Source: an optimization exercise on an open RTL-to-GDS flow (aim: small area and a short achievable clock period). Production flows keep margins and buffers that such runs may drop.
RTL that was checked went through simulation tests only; none was proved equivalent to the original.
No functional check of the RTL was part of run 2.
Power and IR drop assume default switching activity. The clock port is modelled as an ideal driver; clocking choices that lean on that would not hold on a real chip.

==> flow/design.v (outline; a module is shown in full before it is edited, if it fits) <==
// module mul_A: 4661 lines
// module fa: 6 lines
// module ha: 6 lines
module mul_A (CLK, RESETn, a, b, y);
  // ...
==> flow/run.sh <==
#!/bin/bash
# synth_recipe.tcl (not shown) runs the flow's synth.tcl, then flattens the netlist and writes it again
# the make line also repeats each setting of config.mk as NAME=value (left out here)
make -C /OpenROAD-flow-scripts/flow DESIGN_CONFIG=/design/flow/config.mk WORK_HOME=/design/flow/orfs CLKGATE_MAP_FILE= SYNTH_SCRIPT=/design/flow/synth_recipe.tcl finish
==> flow/config.mk <==
export PLATFORM = sky130hd
export DESIGN_NAME = mul_A
export DESIGN_NICKNAME = mul_A
export VERILOG_FILES = /design/flow/design.v
export SDC_FILE = /design/flow/constraint.sdc
export NUM_CORES = 4
export LEC_CHECK = 0
export CAP_MARGIN = 20
export CORE_MARGIN = 2
export CORE_UTILIZATION = 55
export SETUP_SLACK_MARGIN = 2.75
export SLEW_MARGIN = 20
export SYNTH_HIERARCHICAL = 1
export SYNTH_MINIMUM_KEEP_SIZE = 0
==> flow/constraint.sdc <==
create_clock -name core_clock -period 5.0 [get_ports {CLK}]
set_input_delay 1.0000 -clock core_clock [delete_from_list [all_inputs] [get_ports {CLK}]]
set_output_delay 1.0000 -clock core_clock [all_outputs]
set_load 0.01 [all_outputs]
==> impl_metrics.toml, run 1 <==
[clocking]
clock-sinks = 2652
clk_pin_slew_ps = 60
cts_root_buffer = "clkbuf_16"
clockBufferDepth = 3
htree_levels = 4
cts_buffers = 239
insertion_delay_ps = 850

[die]
die_area_sq_um = 143000
core_area_sq_um = 139200

[run_status]
outcome = "finished clean"

[synthesis]
async_flop_share = 0
synth_top_family_by_area = "adder cells"
synth_common_cells = "dfxtp_1, xnor2_1, a22oi_1"
synthMuxAreaShare = 0.0002600

[cells_and_area]
largest_class = "sequential cells"
nonClkBufAreaFrac = 0.01839
n_clock_buffer = 338
multi_input_area_share = 0.2585
drive_gt1_frac = 0.1080
multi_input_cells = 2118
final_cell_mix = "dfxtp_1, xnor2_1, a22oi_1"
nNetsFinal = 5935

[pwr]
switchingPower_mw = 16.46
switching_share = 0.2598
p_seq_mw = 33.5
combPwrFrac = 0.181
leakagePower_nw = 36.04
total_power_mw = 63.36

[timing]
fin_crit_sh = 0.4585
hold_ws_ps = 276.9
min_period_ps = 2293
clock.fmax_mhz = 436.2

[worst_setup_path]
reg2regPathDepth = 10
rrSetupSlack_ps = 2780
critPathKind = "reg -> out"
max_stage_delay_ps = 320

[detailed_routing]
maxUsedRoutingLayer = "met4"
wl_mm = 122.0

[placement]
dp_hpwl_mm = 81.21

[worst_hold_path]
min_path_type = "reg -> reg"
whs_path_depth = 0
==> inputs of run 2 (changes only) <==
--- a/flow/design.v
+++ b/flow/design.v
@@ -772,112 +772,105 @@
 	reg m7_61_1;
 	reg m7_62_0;
 	reg m7_62_1;
 	reg m7_63_0;
 	reg m7_63_1;
 	reg nd7;
 	reg [31:0] b7;
 	reg d7_p16;
-	reg l8_28;
-	reg l8_29;
-	reg l8_30;
-	reg l8_31;
-	reg l8_0;
-	reg l8_1;
-	reg l8_2;
-	reg l8_3;
-	reg l8_4;
-	reg l8_5;
-	reg l8_6;
-	reg l8_7;
-	reg l8_8;
-	reg l8_9;
-	reg l8_10;
-	reg l8_11;
-	reg l8_12;
-	reg l8_13;
-	reg l8_14;
-	reg l8_15;
-	reg l8_16;
-	reg l8_17;
-	reg l8_18;
-	reg l8_19;
-	reg l8_20;
-	reg l8_21;
-	reg l8_22;
-	reg l8_23;
-	reg l8_24;
-	reg l8_25;
-	reg l8_26;
-	reg l8_27;
-	reg m8_32_0;
-	reg m8_32_1;
-	reg m8_33_0;
-	reg m8_33_1;
-	reg m8_34_0;
-	reg m8_34_1;
-	reg m8_35_0;
-	reg m8_35_1;
-	reg m8_36_0;
-	reg m8_36_1;
-	reg m8_37_0;
-	reg m8_37_1;
-	reg m8_38_0;
-	reg m8_38_1;
-	reg m8_39_0;
-	reg m8_39_1;
-	reg m8_40_0;
-	reg m8_40_1;
-	reg m8_41_0;
-	reg m8_41_1;
-	reg m8_42_0;
-	reg m8_42_1;
-	reg m8_43_0;
-	reg m8_43_1;
-	reg m8_44_0;
-	reg m8_44_1;
-	reg m8_45_0;
-	reg m8_45_1;
-	reg m8_46_0;
-	reg m8_46_1;
-	reg m8_47_0;
-	reg m8_47_1;
-	reg m8_48_0;
-	reg m8_48_1;
-	reg m8_49_0;
-	reg m8_49_1;
-	reg m8_50_0;
-	reg m8_50_1;
-	reg m8_51_0;
-	reg m8_51_1;
-	reg m8_52_0;
-	reg m8_52_1;
-	reg m8_53_0;
-	reg m8_53_1;
-	reg m8_54_0;
-	reg m8_54_1;
-	reg m8_55_0;
-	reg m8_55_1;
-	reg m8_56_0;
-	reg m8_56_1;
-	reg m8_57_0;
-	reg m8_57_1;
-	reg m8_58_0;
-	reg m8_58_1;
-	reg m8_59_0;
-	reg m8_59_1;
-	reg m8_60_0;
-	reg m8_60_1;
-	reg m8_61_0;
-	reg m8_61_1;
-	reg m8_62_0;
-	reg m8_62_1;
-	reg m8_63_0;
-	reg m8_63_1;
+	reg q8_28;
+	reg q8_29;
+	reg q8_30;
+	reg q8_31;
+	reg q8_32;
+	reg q8_33;
+	reg q8_34;
+	reg q8_35;
+	reg q8_36;
+	reg q8_37;
+	reg q8_38;
+	reg q8_39;
+	reg q8_0;
+	reg q8_1;
+	reg q8_2;
+	reg q8_3;
+	reg q8_4;
+	reg q8_5;
+	reg q8_6;
+	reg q8_7;
+	reg q8_8;
+	reg q8_9;
+	reg q8_10;
+	reg q8_11;
+	reg q8_12;
+	reg q8_13;
+	reg q8_14;
+	reg q8_15;
+	reg q8_16;
+	reg q8_17;
+	reg q8_18;
+	reg q8_19;
+	reg q8_20;
+	reg q8_21;
+	reg q8_22;
+	reg q8_23;
+	reg q8_24;
+	reg q8_25;
+	reg q8_26;
+	reg q8_27;
+	reg q8_40_0;
+	reg q8_40_1;
+	reg q8_41_0;
+	reg q8_41_1;
+	reg q8_42_0;
+	reg q8_42_1;
+	reg q8_43_0;
+	reg q8_43_1;
+	reg q8_44_0;
+	reg q8_44_1;
+	reg q8_45_0;
+	reg q8_45_1;
+	reg q8_46_0;
+	reg q8_46_1;
+	reg q8_47_0;
+	reg q8_47_1;
+	reg q8_48_0;
+	reg q8_48_1;
+	reg q8_49_0;
+	reg q8_49_1;
+	reg q8_50_0;
+	reg q8_50_1;
+	reg q8_51_0;
+	reg q8_51_1;
+	reg q8_52_0;
+	reg q8_52_1;
+	reg q8_53_0;
+	reg q8_53_1;
+	reg q8_54_0;
+	reg q8_54_1;
+	reg q8_55_0;
+	reg q8_55_1;
+	reg q8_56_0;
+	reg q8_56_1;
+	reg q8_57_0;
+	reg q8_57_1;
+	reg q8_58_0;
+	reg q8_58_1;
+	reg q8_59_0;
+	reg q8_59_1;
+	reg q8_60_0;
+	reg q8_60_1;
+	reg q8_61_0;
+	reg q8_61_1;
+	reg q8_62_0;
+	reg q8_62_1;
+	reg q8_63_0;
+	reg q8_63_1;
+	reg q8_ci;
 	reg [63:0] p9;
 	reg [63:0] p10;
 	reg [63:0] p11;
 	reg [63:0] p12;
 	reg [63:0] p13;
 	reg [63:0] p14;
 	reg [63:0] p15;
 	reg [63:0] p16;
@@ -2463,146 +2456,82 @@
 	wire pp1563;
 	wire pp1564;
 	wire pp1565;
 	wire pp1566;
 	wire s1567;
 	wire c1568;
 	wire s1569;
 	wire c1570;
-	wire [4:0] sum1571;
-	wire s1572;
-	wire c1573;
-	wire s1574;
-	wire c1575;
-	wire s1576;
-	wire c1577;
-	wire s1578;
-	wire c1579;
-	wire s1580;
-	wire c1581;
-	wire s1582;
-	wire c1583;
-	wire s1584;
-	wire c1585;
-	wire s1586;
-	wire c1587;
-	wire s1588;
-	wire c1589;
-	wire s1590;
-	wire c1591;
-	wire s1592;
-	wire c1593;
-	wire s1594;
-	wire c1595;
-	wire s1596;
-	wire c1597;
-	wire s1598;
-	wire c1599;
-	wire s1600;
-	wire c1601;
-	wire s1602;
-	wire c1603;
-	wire s1604;
-	wire c1605;
-	wire s1606;
-	wire c1607;
-	wire s1608;
-	wire c1609;
-	wire s1610;
-	wire c1611;
-	wire s1612;
-	wire c1613;
-	wire s1614;
-	wire c1615;
-	wire s1616;
-	wire c1617;
-	wire s1618;
-	wire c1619;
-	wire s1620;
-	wire c1621;
-	wire s1622;
-	wire c1623;
-	wire s1624;
-	wire c1625;
-	wire s1626;
-	wire c1627;
-	wire s1628;
-	wire c1629;
-	wire s1630;
-	wire c1631;
-	wire s1632;
-	wire c1633;
-	wire s1634;
-	wire c1635;
-	wire s1636;
-	wire c1637;
-	wire s1638;
-	wire c1639;
-	wire s1640;
-	wire c1641;
-	wire s1642;
-	wire c1643;
-	wire s1644;
-	wire c1645;
-	wire s1646;
-	wire c1647;
-	wire s1648;
-	wire c1649;
-	wire s1650;
-	wire c1651;
-	wire s1652;
-	wire c1653;
-	wire s1654;
-	wire c1655;
-	wire s1656;
-	wire c1657;
-	wire s1658;
-	wire c1659;
-	wire s1660;
-	wire c1661;
-	wire s1662;
-	wire c1663;
-	wire s1664;
-	wire c1665;
-	wire s1666;
-	wire c1667;
-	wire s1668;
-	wire c1669;
-	wire s1670;
-	wire c1671;
-	wire s1672;
-	wire c1673;
-	wire s1674;
-	wire c1675;
-	wire s1676;
-	wire c1677;
-	wire s1678;
-	wire c1679;
-	wire s1680;
-	wire c1681;
-	wire s1682;
-	wire c1683;
-	wire s1684;
-	wire c1685;
-	wire s1686;
-	wire c1687;
-	wire s1688;
-	wire c1689;
-	wire s1690;
-	wire c1691;
-	wire s1692;
-	wire c1693;
-	wire s1694;
-	wire c1695;
-	wire s1696;
-	wire c1697;
-	wire s1698;
-	wire c1699;
-	wire [32:0] sum1700;
+	wire s1571;
+	wire c1572;
+	wire s1573;
+	wire c1574;
+	wire s1575;
+	wire c1576;
+	wire s1577;
+	wire c1578;
+	wire s1579;
+	wire c1580;
+	wire s1581;
+	wire c1582;
+	wire s1583;
+	wire c1584;
+	wire s1585;
+	wire c1586;
+	wire s1587;
+	wire c1588;
+	wire s1589;
+	wire c1590;
+	wire s1591;
+	wire c1592;
+	wire s1593;
+	wire c1594;
+	wire s1595;
+	wire c1596;
+	wire s1597;
+	wire c1598;
+	wire s1599;
+	wire c1600;
+	wire s1601;
+	wire c1602;
+	wire s1603;
+	wire c1604;
+	wire s1605;
+	wire c1606;
+	wire s1607;
+	wire c1608;
+	wire s1609;
+	wire c1610;
+	wire s1611;
+	wire c1612;
+	wire s1613;
+	wire c1614;
+	wire s1615;
+	wire c1616;
+	wire s1617;
+	wire c1618;
+	wire s1619;
+	wire c1620;
+	wire s1621;
+	wire c1622;
+	wire s1623;
+	wire c1624;
+	wire s1625;
+	wire c1626;
+	wire s1627;
+	wire c1628;
+	wire s1629;
+	wire c1630;
+	wire s1631;
+	wire c1632;
+	wire s1633;
+	wire c1634;
+	wire [12:0] sum1635;
+	wire [24:0] sum1636;
 	wire [63:0] prod;
 	assign pp1 = (d0_o0 & b0[0]) ^ d0_n0;
 	assign pp2 = ((d0_o0 & b0[1]) | (d0_t0 & b0[0])) ^ d0_n0;
 	assign pp3 = ((d0_o0 & b0[2]) | (d0_t0 & b0[1])) ^ d0_n0;
 	assign pp4 = ((d0_o0 & b0[3]) | (d0_t0 & b0[2])) ^ d0_n0;
 	assign pp5 = ((d0_o0 & b0[4]) | (d0_t0 & b0[3])) ^ d0_n0;
 	assign pp6 = ((d0_o0 & b0[5]) | (d0_t0 & b0[4])) ^ d0_n0;
 	assign pp7 = ((d0_o0 & b0[6]) | (d0_t0 & b0[5])) ^ d0_n0;
@@ -3686,83 +3615,51 @@
 	assign pp1561 = d7_p16 & b7[26];
 	assign pp1562 = d7_p16 & b7[27];
 	assign pp1563 = d7_p16 & b7[28];
 	assign pp1564 = d7_p16 & b7[29];
 	assign pp1565 = d7_p16 & b7[30];
 	assign pp1566 = d7_p16 & b7[31];
 	ha us1567 (.a(m7_30_0), .b(m7_30_1), .s(s1567), .co(c1568));
 	ha us1569 (.a(m7_31_0), .b(m7_31_1), .s(s1569), .co(c1570));
-	assign sum1571 = {1'b0, {c1568, nd7, m7_29_0, m7_28_0}} + {1'b0, {s1569, s1567, m7_29_1, m7_28_1}};
-	ha us1572 (.a(m7_32_0), .b(m7_32_1), .s(s1572), .co(c1573));
-	fa us1574 (.a(c1570), .b(s1572), .ci(pp1535), .s(s1574), .co(c1575));
-	ha us1576 (.a(m7_33_0), .b(m7_33_1), .s(s1576), .co(c1577));
-	fa us1578 (.a(c1573), .b(s1576), .ci(pp1536), .s(s1578), .co(c1579));
-	ha us1580 (.a(m7_34_0), .b(m7_34_1), .s(s1580), .co(c1581));
-	fa us1582 (.a(c1577), .b(s1580), .ci(pp1537), .s(s1582), .co(c1583));
-	ha us1584 (.a(m7_35_0), .b(m7_35_1), .s(s1584), .co(c1585));
-	fa us1586 (.a(c1581), .b(s1584), .ci(pp1538), .s(s1586), .co(c1587));
-	ha us1588 (.a(m7_36_0), .b(m7_36_1), .s(s1588), .co(c1589));
-	fa us1590 (.a(c1585), .b(s1588), .ci(pp1539), .s(s1590), .co(c1591));
-	ha us1592 (.a(m7_37_0), .b(m7_37_1), .s(s1592), .co(c1593));
-	fa us1594 (.a(c1589), .b(s1592), .ci(pp1540), .s(s1594), .co(c1595));
-	ha us1596 (.a(m7_38_0), .b(m7_38_1), .s(s1596), .co(c1597));
-	fa us1598 (.a(c1593), .b(s1596), .ci(pp1541), .s(s1598), .co(c1599));
-	ha us1600 (.a(m7_39_0), .b(m7_39_1), .s(s1600), .co(c1601));
-	fa us1602 (.a(c1597), .b(s1600), .ci(pp1542), .s(s1602), .co(c1603));
-	ha us1604 (.a(m7_40_0), .b(m7_40_1), .s(s1604), .co(c1605));
-	fa us1606 (.a(c1601), .b(s1604), .ci(pp1543), .s(s1606), .co(c1607));
-	ha us1608 (.a(m7_41_0), .b(m7_41_1), .s(s1608), .co(c1609));
-	fa us1610 (.a(c1605), .b(s1608), .ci(pp1544), .s(s1610), .co(c1611));
-	ha us1612 (.a(m7_42_0), .b(m7_42_1), .s(s1612), .co(c1613));
-	fa us1614 (.a(c1609), .b(s1612), .ci(pp1545), .s(s1614), .co(c1615));
-	ha us1616 (.a(m7_43_0), .b(m7_43_1), .s(s1616), .co(c1617));
-	fa us1618 (.a(c1613), .b(s1616), .ci(pp1546), .s(s1618), .co(c1619));
-	ha us1620 (.a(m7_44_0), .b(m7_44_1), .s(s1620), .co(c1621));
-	fa us1622 (.a(c1617), .b(s1620), .ci(pp1547), .s(s1622), .co(c1623));
-	ha us1624 (.a(m7_45_0), .b(m7_45_1), .s(s1624), .co(c1625));
-	fa us1626 (.a(c1621), .b(s1624), .ci(pp1548), .s(s1626), .co(c1627));
-	ha us1628 (.a(m7_46_0), .b(m7_46_1), .s(s1628), .co(c1629));
-	fa us1630 (.a(c1625), .b(s1628), .ci(pp1549), .s(s1630), .co(c1631));
-	ha us1632 (.a(m7_47_0), .b(m7_47_1), .s(s1632), .co(c1633));
-	fa us1634 (.a(c1629), .b(s1632), .ci(pp1550), .s(s1634), .co(c1635));
-	ha us1636 (.a(m7_48_0), .b(m7_48_1), .s(s1636), .co(c1637));
-	fa us1638 (.a(c1633), .b(s1636), .ci(pp1551), .s(s1638), .co(c1639));
-	ha us1640 (.a(m7_49_0), .b(m7_49_1), .s(s1640), .co(c1641));
-	fa us1642 (.a(c1637), .b(s1640), .ci(pp1552), .s(s1642), .co(c1643));
-	ha us1644 (.a(m7_50_0), .b(m7_50_1), .s(s1644), .co(c1645));
-	fa us1646 (.a(c1641), .b(s1644), .ci(pp1553), .s(s1646), .co(c1647));
-	ha us1648 (.a(m7_51_0), .b(m7_51_1), .s(s1648), .co(c1649));
-	fa us1650 (.a(c1645), .b(s1648), .ci(pp1554), .s(s1650), .co(c1651));
-	ha us1652 (.a(m7_52_0), .b(m7_52_1), .s(s1652), .co(c1653));
-	fa us1654 (.a(c1649), .b(s1652), .ci(pp1555), .s(s1654), .co(c1655));
-	ha us1656 (.a(m7_53_0), .b(m7_53_1), .s(s1656), .co(c1657));
-	fa us1658 (.a(c1653), .b(s1656), .ci(pp1556), .s(s1658), .co(c1659));
-	ha us1660 (.a(m7_54_0), .b(m7_54_1), .s(s1660), .co(c1661));
-	fa us1662 (.a(c1657), .b(s1660), .ci(pp1557), .s(s1662), .co(c1663));
-	ha us1664 (.a(m7_55_0), .b(m7_55_1), .s(s1664), .co(c1665));
-	fa us1666 (.a(c1661), .b(s1664), .ci(pp1558), .s(s1666), .co(c1667));
-	ha us1668 (.a(m7_56_0), .b(m7_56_1), .s(s1668), .co(c1669));
-	fa us1670 (.a(c1665), .b(s1668), .ci(pp1559), .s(s1670), .co(c1671));
-	ha us1672 (.a(m7_57_0), .b(m7_57_1), .s(s1672), .co(c1673));
-	fa us1674 (.a(c1669), .b(s1672), .ci(pp1560), .s(s1674), .co(c1675));
-	ha us1676 (.a(m7_58_0), .b(m7_58_1), .s(s1676), .co(c1677));
-	fa us1678 (.a(c1673), .b(s1676), .ci(pp1561), .s(s1678), .co(c1679));
-	ha us1680 (.a(m7_59_0), .b(m7_59_1), .s(s1680), .co(c1681));
-	fa us1682 (.a(c1677), .b(s1680), .ci(pp1562), .s(s1682), .co(c1683));
-	ha us1684 (.a(m7_60_0), .b(m7_60_1), .s(s1684), .co(c1685));
-	fa us1686 (.a(c1681), .b(s1684), .ci(pp1563), .s(s1686), .co(c1687));
-	ha us1688 (.a(m7_61_0), .b(m7_61_1), .s(s1688), .co(c1689));
-	fa us1690 (.a(c1685), .b(s1688), .ci(pp1564), .s(s1690), .co(c1691));
-	ha us1692 (.a(m7_62_0), .b(m7_62_1), .s(s1692), .co(c1693));
-	fa us1694 (.a(c1689), .b(s1692), .ci(pp1565), .s(s1694), .co(c1695));
-	ha us1696 (.a(m7_63_0), .b(m7_63_1), .s(s1696), .co(c1697));
-	fa us1698 (.a(c1693), .b(s1696), .ci(pp1566), .s(s1698), .co(c1699));
-	assign sum1700 = {1'b0, {m8_63_0, m8_62_0, m8_61_0, m8_60_0, m8_59_0, m8_58_0, m8_57_0, m8_56_0, m8_55_0, m8_54_0, m8_53_0, m8_52_0, m8_51_0, m8_50_0, m8_49_0, m8_48_0, m8_47_0, m8_46_0, m8_45_0, m8_44_0, m8_43_0, m8_42_0, m8_41_0, m8_40_0, m8_39_0, m8_38_0, m8_37_0, m8_36_0, m8_35_0, m8_34_0, m8_33_0, m8_32_0}} + {1'b0, {m8_63_1, m8_62_1, m8_61_1, m8_60_1, m8_59_1, m8_58_1, m8_57_1, m8_56_1, m8_55_1, m8_54_1, m8_53_1, m8_52_1, m8_51_1, m8_50_1, m8_49_1, m8_48_1, m8_47_1, m8_46_1, m8_45_1, m8_44_1, m8_43_1, m8_42_1, m8_41_1, m8_40_1, m8_39_1, m8_38_1, m8_37_1, m8_36_1, m8_35_1, m8_34_1, m8_33_1, m8_32_1}};
-	assign prod = {sum1700[31], sum1700[30], sum1700[29], sum1700[28], sum1700[27], sum1700[26], sum1700[25], sum1700[24], sum1700[23], sum1700[22], sum1700[21], sum1700[20], sum1700[19], sum1700[18], sum1700[17], sum1700[16], sum1700[15], sum1700[14], sum1700[13], sum1700[12], sum1700[11], sum1700[10], sum1700[9], sum1700[8], sum1700[7], sum1700[6], sum1700[5], sum1700[4], sum1700[3], sum1700[2], sum1700[1], sum1700[0], l8_31, l8_30, l8_29, l8_28, l8_27, l8_26, l8_25, l8_24, l8_23, l8_22, l8_21, l8_20, l8_19, l8_18, l8_17, l8_16, l8_15, l8_14, l8_13, l8_12, l8_11, l8_10, l8_9, l8_8, l8_7, l8_6, l8_5, l8_4, l8_3, l8_2, l8_1, l8_0};
+	fa us1571 (.a(m7_32_0), .b(m7_32_1), .ci(c1570), .s(s1571), .co(c1572));
+	fa us1573 (.a(m7_33_0), .b(m7_33_1), .ci(pp1536), .s(s1573), .co(c1574));
+	fa us1575 (.a(m7_34_0), .b(m7_34_1), .ci(pp1537), .s(s1575), .co(c1576));
+	fa us1577 (.a(m7_35_0), .b(m7_35_1), .ci(pp1538), .s(s1577), .co(c1578));
+	fa us1579 (.a(m7_36_0), .b(m7_36_1), .ci(pp1539), .s(s1579), .co(c1580));
+	fa us1581 (.a(m7_37_0), .b(m7_37_1), .ci(pp1540), .s(s1581), .co(c1582));
+	fa us1583 (.a(m7_38_0), .b(m7_38_1), .ci(pp1541), .s(s1583), .co(c1584));
+	fa us1585 (.a(m7_39_0), .b(m7_39_1), .ci(pp1542), .s(s1585), .co(c1586));
+	fa us1587 (.a(m7_40_0), .b(m7_40_1), .ci(pp1543), .s(s1587), .co(c1588));
+	fa us1589 (.a(m7_41_0), .b(m7_41_1), .ci(pp1544), .s(s1589), .co(c1590));
+	fa us1591 (.a(m7_42_0), .b(m7_42_1), .ci(pp1545), .s(s1591), .co(c1592));
+	fa us1593 (.a(m7_43_0), .b(m7_43_1), .ci(pp1546), .s(s1593), .co(c1594));
+	fa us1595 (.a(m7_44_0), .b(m7_44_1), .ci(pp1547), .s(s1595), .co(c1596));
+	fa us1597 (.a(m7_45_0), .b(m7_45_1), .ci(pp1548), .s(s1597), .co(c1598));
+	fa us1599 (.a(m7_46_0), .b(m7_46_1), .ci(pp1549), .s(s1599), .co(c1600));
+	fa us1601 (.a(m7_47_0), .b(m7_47_1), .ci(pp1550), .s(s1601), .co(c1602));
+	fa us1603 (.a(m7_48_0), .b(m7_48_1), .ci(pp1551), .s(s1603), .co(c1604));
+	fa us1605 (.a(m7_49_0), .b(m7_49_1), .ci(pp1552), .s(s1605), .co(c1606));
+	fa us1607 (.a(m7_50_0), .b(m7_50_1), .ci(pp1553), .s(s1607), .co(c1608));
+	fa us1609 (.a(m7_51_0), .b(m7_51_1), .ci(pp1554), .s(s1609), .co(c1610));
+	fa us1611 (.a(m7_52_0), .b(m7_52_1), .ci(pp1555), .s(s1611), .co(c1612));
+	fa us1613 (.a(m7_53_0), .b(m7_53_1), .ci(pp1556), .s(s1613), .co(c1614));
+	fa us1615 (.a(m7_54_0), .b(m7_54_1), .ci(pp1557), .s(s1615), .co(c1616));
+	fa us1617 (.a(m7_55_0), .b(m7_55_1), .ci(pp1558), .s(s1617), .co(c1618));
+	fa us1619 (.a(m7_56_0), .b(m7_56_1), .ci(pp1559), .s(s1619), .co(c1620));
+	fa us1621 (.a(m7_57_0), .b(m7_57_1), .ci(pp1560), .s(s1621), .co(c1622));
+	fa us1623 (.a(m7_58_0), .b(m7_58_1), .ci(pp1561), .s(s1623), .co(c1624));
+	fa us1625 (.a(m7_59_0), .b(m7_59_1), .ci(pp1562), .s(s1625), .co(c1626));
+	fa us1627 (.a(m7_60_0), .b(m7_60_1), .ci(pp1563), .s(s1627), .co(c1628));
+	fa us1629 (.a(m7_61_0), .b(m7_61_1), .ci(pp1564), .s(s1629), .co(c1630));
+	fa us1631 (.a(m7_62_0), .b(m7_62_1), .ci(pp1565), .s(s1631), .co(c1632));
+	fa us1633 (.a(m7_63_0), .b(m7_63_1), .ci(pp1566), .s(s1633), .co(c1634));
+	assign sum1635 = {1'b0, {c1584, c1582, c1580, c1578, c1576, c1574, c1572, pp1535, c1568, nd7, m7_29_0, m7_28_0}} + {1'b0, {s1585, s1583, s1581, s1579, s1577, s1575, s1573, s1571, s1569, s1567, m7_29_1, m7_28_1}};
+	assign sum1636 = {{q8_63_0, q8_62_0, q8_61_0, q8_60_0, q8_59_0, q8_58_0, q8_57_0, q8_56_0, q8_55_0, q8_54_0, q8_53_0, q8_52_0, q8_51_0, q8_50_0, q8_49_0, q8_48_0, q8_47_0, q8_46_0, q8_45_0, q8_44_0, q8_43_0, q8_42_0, q8_41_0, q8_40_0}, 1'b1} + {{q8_63_1, q8_62_1, q8_61_1, q8_60_1, q8_59_1, q8_58_1, q8_57_1, q8_56_1, q8_55_1, q8_54_1, q8_53_1, q8_52_1, q8_51_1, q8_50_1, q8_49_1, q8_48_1, q8_47_1, q8_46_1, q8_45_1, q8_44_1, q8_43_1, q8_42_1, q8_41_1, q8_40_1}, q8_ci};
+	assign prod = {sum1636[24], sum1636[23], sum1636[22], sum1636[21], sum1636[20], sum1636[19], sum1636[18], sum1636[17], sum1636[16], sum1636[15], sum1636[14], sum1636[13], sum1636[12], sum1636[11], sum1636[10], sum1636[9], sum1636[8], sum1636[7], sum1636[6], sum1636[5], sum1636[4], sum1636[3], sum1636[2], sum1636[1], q8_39, q8_38, q8_37, q8_36, q8_35, q8_34, q8_33, q8_32, q8_31, q8_30, q8_29, q8_28, q8_27, q8_26, q8_25, q8_24, q8_23, q8_22, q8_21, q8_20, q8_19, q8_18, q8_17, q8_16, q8_15, q8_14, q8_13, q8_12, q8_11, q8_10, q8_9, q8_8, q8_7, q8_6, q8_5, q8_4, q8_3, q8_2, q8_1, q8_0};
 	always @(posedge CLK) begin
 		b0 <= b;
 		d0_n0 <= a[1];
 		d0_o0 <= a[0] ^ 1'b0;
 		d0_t0 <= (a[1] & ~a[0] & ~1'b0) | (~a[1] & a[0] & 1'b0);
 		d0_n1 <= a[3];
 		d0_o1 <= a[2] ^ a[1];
 		d0_t1 <= (a[3] & ~a[2] & ~a[1]) | (~a[3] & a[2] & a[1]);
@@ -4528,112 +4425,105 @@
 		m7_61_1 <= s1531;
 		m7_62_0 <= c1532;
 		m7_62_1 <= s1533;
 		m7_63_0 <= nn1393;
 		m7_63_1 <= c1534;
 		nd7 <= d6_n15;
 		b7 <= b6;
 		d7_p16 <= a6_31;
-		l8_28 <= sum1571[0];
-		l8_29 <= sum1571[1];
-		l8_30 <= sum1571[2];
-		l8_31 <= sum1571[3];
-		l8_0 <= l7_0;
-		l8_1 <= l7_1;
-		l8_2 <= l7_2;
-		l8_3 <= l7_3;
-		l8_4 <= l7_4;
-		l8_5 <= l7_5;
-		l8_6 <= l7_6;
-		l8_7 <= l7_7;
-		l8_8 <= l7_8;
-		l8_9 <= l7_9;
-		l8_10 <= l7_10;
-		l8_11 <= l7_11;
-		l8_12 <= l7_12;
-		l8_13 <= l7_13;
-		l8_14 <= l7_14;
-		l8_15 <= l7_15;
-		l8_16 <= l7_16;
-		l8_17 <= l7_17;
-		l8_18 <= l7_18;
-		l8_19 <= l7_19;
-		l8_20 <= l7_20;
-		l8_21 <= l7_21;
-		l8_22 <= l7_22;
-		l8_23 <= l7_23;
-		l8_24 <= l7_24;
-		l8_25 <= l7_25;
-		l8_26 <= l7_26;
-		l8_27 <= l7_27;
-		m8_32_0 <= sum1571[4];
-		m8_32_1 <= s1574;
-		m8_33_0 <= c1575;
-		m8_33_1 <= s1578;
-		m8_34_0 <= c1579;
-		m8_34_1 <= s1582;
-		m8_35_0 <= c1583;
-		m8_35_1 <= s1586;
-		m8_36_0 <= c1587;
-		m8_36_1 <= s1590;
-		m8_37_0 <= c1591;
-		m8_37_1 <= s1594;
-		m8_38_0 <= c1595;
-		m8_38_1 <= s1598;
-		m8_39_0 <= c1599;
-		m8_39_1 <= s1602;
-		m8_40_0 <= c1603;
-		m8_40_1 <= s1606;
-		m8_41_0 <= c1607;
-		m8_41_1 <= s1610;
-		m8_42_0 <= c1611;
-		m8_42_1 <= s1614;
-		m8_43_0 <= c1615;
-		m8_43_1 <= s1618;
-		m8_44_0 <= c1619;
-		m8_44_1 <= s1622;
-		m8_45_0 <= c1623;
-		m8_45_1 <= s1626;
-		m8_46_0 <= c1627;
-		m8_46_1 <= s1630;
-		m8_47_0 <= c1631;
-		m8_47_1 <= s1634;
-		m8_48_0 <= c1635;
-		m8_48_1 <= s1638;
-		m8_49_0 <= c1639;
-		m8_49_1 <= s1642;
-		m8_50_0 <= c1643;
-		m8_50_1 <= s1646;
-		m8_51_0 <= c1647;
-		m8_51_1 <= s1650;
-		m8_52_0 <= c1651;
-		m8_52_1 <= s1654;
-		m8_53_0 <= c1655;
-		m8_53_1 <= s1658;
-		m8_54_0 <= c1659;
-		m8_54_1 <= s1662;
-		m8_55_0 <= c1663;
-		m8_55_1 <= s1666;
-		m8_56_0 <= c1667;
-		m8_56_1 <= s1670;
-		m8_57_0 <= c1671;
-		m8_57_1 <= s1674;
-		m8_58_0 <= c1675;
-		m8_58_1 <= s1678;
-		m8_59_0 <= c1679;
-		m8_59_1 <= s1682;
-		m8_60_0 <= c1683;
-		m8_60_1 <= s1686;
-		m8_61_0 <= c1687;
-		m8_61_1 <= s1690;
-		m8_62_0 <= c1691;
-		m8_62_1 <= s1694;
-		m8_63_0 <= c1695;
-		m8_63_1 <= s1698;
+		q8_28 <= sum1635[0];
+		q8_29 <= sum1635[1];
+		q8_30 <= sum1635[2];
+		q8_31 <= sum1635[3];
+		q8_32 <= sum1635[4];
+		q8_33 <= sum1635[5];
+		q8_34 <= sum1635[6];
+		q8_35 <= sum1635[7];
+		q8_36 <= sum1635[8];
+		q8_37 <= sum1635[9];
+		q8_38 <= sum1635[10];
+		q8_39 <= sum1635[11];
+		q8_0 <= l7_0;
+		q8_1 <= l7_1;
+		q8_2 <= l7_2;
+		q8_3 <= l7_3;
+		q8_4 <= l7_4;
+		q8_5 <= l7_5;
+		q8_6 <= l7_6;
+		q8_7 <= l7_7;
+		q8_8 <= l7_8;
+		q8_9 <= l7_9;
+		q8_10 <= l7_10;
+		q8_11 <= l7_11;
+		q8_12 <= l7_12;
+		q8_13 <= l7_13;
+		q8_14 <= l7_14;
+		q8_15 <= l7_15;
+		q8_16 <= l7_16;
+		q8_17 <= l7_17;
+		q8_18 <= l7_18;
+		q8_19 <= l7_19;
+		q8_20 <= l7_20;
+		q8_21 <= l7_21;
+		q8_22 <= l7_22;
+		q8_23 <= l7_23;
+		q8_24 <= l7_24;
+		q8_25 <= l7_25;
+		q8_26 <= l7_26;
+		q8_27 <= l7_27;
+		q8_40_0 <= c1586;
+		q8_40_1 <= s1587;
+		q8_41_0 <= c1588;
+		q8_41_1 <= s1589;
+		q8_42_0 <= c1590;
+		q8_42_1 <= s1591;
+		q8_43_0 <= c1592;
+		q8_43_1 <= s1593;
+		q8_44_0 <= c1594;
+		q8_44_1 <= s1595;
+		q8_45_0 <= c1596;
+		q8_45_1 <= s1597;
+		q8_46_0 <= c1598;
+		q8_46_1 <= s1599;
+		q8_47_0 <= c1600;
+		q8_47_1 <= s1601;
+		q8_48_0 <= c1602;
+		q8_48_1 <= s1603;
+		q8_49_0 <= c1604;
+		q8_49_1 <= s1605;
+		q8_50_0 <= c1606;
+		q8_50_1 <= s1607;
+		q8_51_0 <= c1608;
+		q8_51_1 <= s1609;
+		q8_52_0 <= c1610;
+		q8_52_1 <= s1611;
+		q8_53_0 <= c1612;
+		q8_53_1 <= s1613;
+		q8_54_0 <= c1614;
+		q8_54_1 <= s1615;
+		q8_55_0 <= c1616;
+		q8_55_1 <= s1617;
+		q8_56_0 <= c1618;
+		q8_56_1 <= s1619;
+		q8_57_0 <= c1620;
+		q8_57_1 <= s1621;
+		q8_58_0 <= c1622;
+		q8_58_1 <= s1623;
+		q8_59_0 <= c1624;
+		q8_59_1 <= s1625;
+		q8_60_0 <= c1626;
+		q8_60_1 <= s1627;
+		q8_61_0 <= c1628;
+		q8_61_1 <= s1629;
+		q8_62_0 <= c1630;
+		q8_62_1 <= s1631;
+		q8_63_0 <= c1632;
+		q8_63_1 <= s1633;
+		q8_ci <= sum1635[12];
 		p9 <= prod;
 		p10 <= p9;
 		p11 <= p10;
 		p12 <= p11;
 		p13 <= p12;
 		p14 <= p13;
 		p15 <= p14;
 		p16 <= p15;
==> flow/config.mk (replaced) <==
export PLATFORM = sky130hd
export DESIGN_NAME = mul_A
export DESIGN_NICKNAME = mul_A
export VERILOG_FILES = /design/flow/design.v
export SDC_FILE = /design/flow/constraint.sdc
export NUM_CORES = 4
export LEC_CHECK = 0
export CAP_MARGIN = 20
export CORE_MARGIN = 2
export CORE_UTILIZATION = 55
export CTS_CLUSTER_DIAMETER = 120
export CTS_CLUSTER_SIZE = 32
export SETUP_SLACK_MARGIN = 2.85
export SLEW_MARGIN = 20
export SYNTH_HIERARCHICAL = 1
export SYNTH_MINIMUM_KEEP_SIZE = 0
==> impl_metrics.toml, run 2 <==
[die]
ios = 130
std_cell_rows = 136
dieWidth_um = 375.8
die_area_sq_um = 141200
core_area_sq_um = 137300
die_h_um = 375.8
initial_core_util = 0.5537

[detailed_routing]
ant_nets = 0
vias = 33040
drt_iter0_markers = 1538
wl_mm = 106.4
route.detailed.drc = 0
routed_via_density = 4.826
firstDrtPassIters = 5
post_drt_wl_per_cell_um = 15.54

[worst_setup_path]
timing.rr.end = "q8_38"
r2r-start = "m7_31_0"
max_stage_delay_ps = 520
rrSetupSlack_ps = 2790
reg2regPathDepth = 10
critPathArrivalTime_ps = 2810
required_ps = 5600
critPathKind = "reg -> reg"
cp_common_cell = "o21bai_1"
end_kind = "flip-flop"
slowest_stage = "fa_1"
start_kind = "flip-flop"
cp_cell_sequence = "ha_2, fa_1, ha_4, inv_2, o21bai_1, a21oi_2, o21bai_2, a211oi_2, o21bai_1, xor2_1"
crit_path_max_fanout = 3
critical_path.startpoint = "m7_31_0"
crit_path_end = "q8_38"

[pwr]
power.density_nw_per_um2 = 652.8
ir_drop_mv = 0.4217
leakagePower_nw = 33.01

[synthesis]
syn-num-nets = 5593
avgSynthCellArea_sq_um = 15.37
synthFlopType = "dfxtp_1"
ys.warnings.count = 7
synth_common_cells = "dfxtp_1, xnor2_1, a22oi_1"
synth.distinct_cells = 51
yosysTopAreaCellShare = 0.6964
syn_area_sq_um = 76040
yosys-top-cells-area = "dfxtp_1, fa_1, xnor2_1"
synth_edf_count = 0
seq_area_frac_synth = 0.6964
synth_seq_cells = 2645
yosys.area.top_type = "dfxtp_1"
syn_inst = 4946
async_flop_share = 0
yosysMostFrequentCell = "dfxtp_1"

[run_status]
outcome = "finished clean"

[clocking]
insertion_delay_ps = 730
htree_levels = 3
clockBufferDepth = 3
hold_buffers = 0
clock-sinks = 2645
cts_tree = "done"
cts_root_buffer = "clkbuf_16"
clk_pin_slew_ps = 110
cts_buffers = 92

[worst_hold_path]
min_path_type = "reg -> reg"

[timing]
setup_slack_ps = 2791
clock.fmax_mhz = 452.7
finalHoldViolCount = 0
skew_ps = 47.04
tightest_slew_ps = 704.4
slew_violations = 0
fin_tns_setup_ps = 0
rsz0062_at_grt = "yes"
hold_ws_ps = 323.3
finalSetupViolCount = 0
max_slew_margin = 0.5304
fin_crit_sh = 0.4418
min_period_ps = 2209

[cells_and_area]
fin_area_sq_um = 82300
syn_to_final_growth_pct = 8.234
final_cell_mix = "dfxtp_1, xnor2_1, a22oi_1"
multiInputGateArea_sq_um = 22320
nNetsFinal = 5690
regArea_sq_um = 53080
layout_commonest_cell = "dfxtp_1"
drive_gt1_frac = 0.07385
fill_cells = 10620

[grt]
grt_max_degree = 71
gr-total-overflow = 0
track_usage = 0.1510
antenna_found_initial = 2
grt_pass1_wl_mm = 175.2
grt_pass1_vias = 33700

[placement]
gp_congestion = 0.7613
placed_area_sq_um = 79120
dp_hpwl_mm = 71.68
io_buffers = 129
place_ws_ps = 2480

[flow_run]
drv_cap = 0
## run 2: layout make-up
| cell class | count | area share |
|---|---|---|
| repair buffers | 212 | 0.02369 |
| clock buffers | 98 | 0.02940 |
| diodes | 1 | 0.00003041 |
| multi-input cells | 2033 | 0.2712 |
| well taps | 1794 | 0.02728 |
| flip-flops and latches | 2645 | 0.6450 |
| inverters | 59 | 0.002691 |
| clock inverters | 4 | 0.0007298 |
## run 2: worst max-delay path: cells and delay by family, from the launching register on
family,cells,cell delay (ps)
fa+ha+maj,3,910
xor+xnor,1,140
compound gates,5,680
flops,1,330
buf+inv,1,40
## run 2: logic make-up after synthesis
family | synth area share
AOI/OAI and AO/OA | 0.05896
xor gates and xnor gates | 0.06842
adders and majority gates | 0.1443
buffers and inverters | 0.01369
DFF | 0.6964
muxes | 0.0002633
and+or+nand+nor | 0.01799
## run 2: stage by stage
stage | instances | util | power, mW
after global routing | 6845 | 0.5993 | 57.69
final | 6846 | 0.5993 | 53.72
after global placement | 6700 | 0.5761 | 44.29
after CTS | 6829 | 0.5962 | 54.40
after floorplan | 4946 | - | 40.69
after detailed placement | 6700 | 0.5762 | 44.82
## run 2: what timing repair did
item / in CTS / in global routing
pin swaps: 28 / 13
buffers inserted: 27 / 16
cloned: 0 / 0
resized for setup: 335 / 65
endpoints found under the setup margin: 449 / 211
## run 2: how the worst min path moves through the flow
stage,from,endpoint,cells past startpoint
after CTS,p23[47],p24[47],0
after global routing,p12[13],p13[13],0
after floorplan,a0_12,a1_12,0
after global placement,p16[21],p17[21],0
final,q8_23,p9[23],0
after detailed placement,a1_29,a2_29,0
## run 2: report_power, final
part | leakage, nW | internal (mW) | total [mW] | switching, mW
registers | 22.3 | 30.6 | 33.3 | 2.79
clock network | 1.22 | 3.50 | 9.17 | 5.67
logic | 9.49 | 5.62 | 11.2 | 5.59
total | 33.0 | 39.7 | 53.7 | 14.0
## run 2: routing by layer
| layer | vias up | global-route usage | part of all wire |
|---|---|---|---|
| met5 | - | 0 | 0 |
| met4 | 0 | 0.04592 | 0.024 |
| met3 | 166 | 0.02329 | 0.036 |
| met2 | 418 | 0.2564 | 0.48 |
| met1 | 16290 | 0.2001 | 0.46 |
| li1 | 16170 | - | - |
## run 2: modules after synthesis, one instance, submodules excluded
module	cell area [sq um]	cells inside	copies in the design	flops+latches
fa	20.02	1	486	0
ha	12.51	1	24	0
mul_A	66010	4436	1	2645

port drivers added, routing unchanged:
How much do the figures lean on ideal ports? The routed layouts below were timed once more, with nothing changed but the port constraints.
Step 1 sets driving cells, clkbuf_16 on the clock port and buf_2 on the other inputs (assumed; they add their load-dependent delay and slew).
Step 2 adds t to the input delays and takes it off the output delays; t is the mean of the earliest and latest rising clock arrival at the registers after step 1. Input paths then give back, and output paths get back, about the clock's delay inside the block.
Three values: ideal ports, drivers, drivers and shift; two values: the first two.
run | t, ns | slack for setup (ns) | worst register clock-pin slew, ns
run 1 | 0.902 | 2.707 / 2.631 / 2.783 | 0.07 / 0.07
run 2 | 0.789 | 2.791 / 2.756 / 2.791 | 0.12 / 0.12
After both steps every run listed still meets setup and hold.
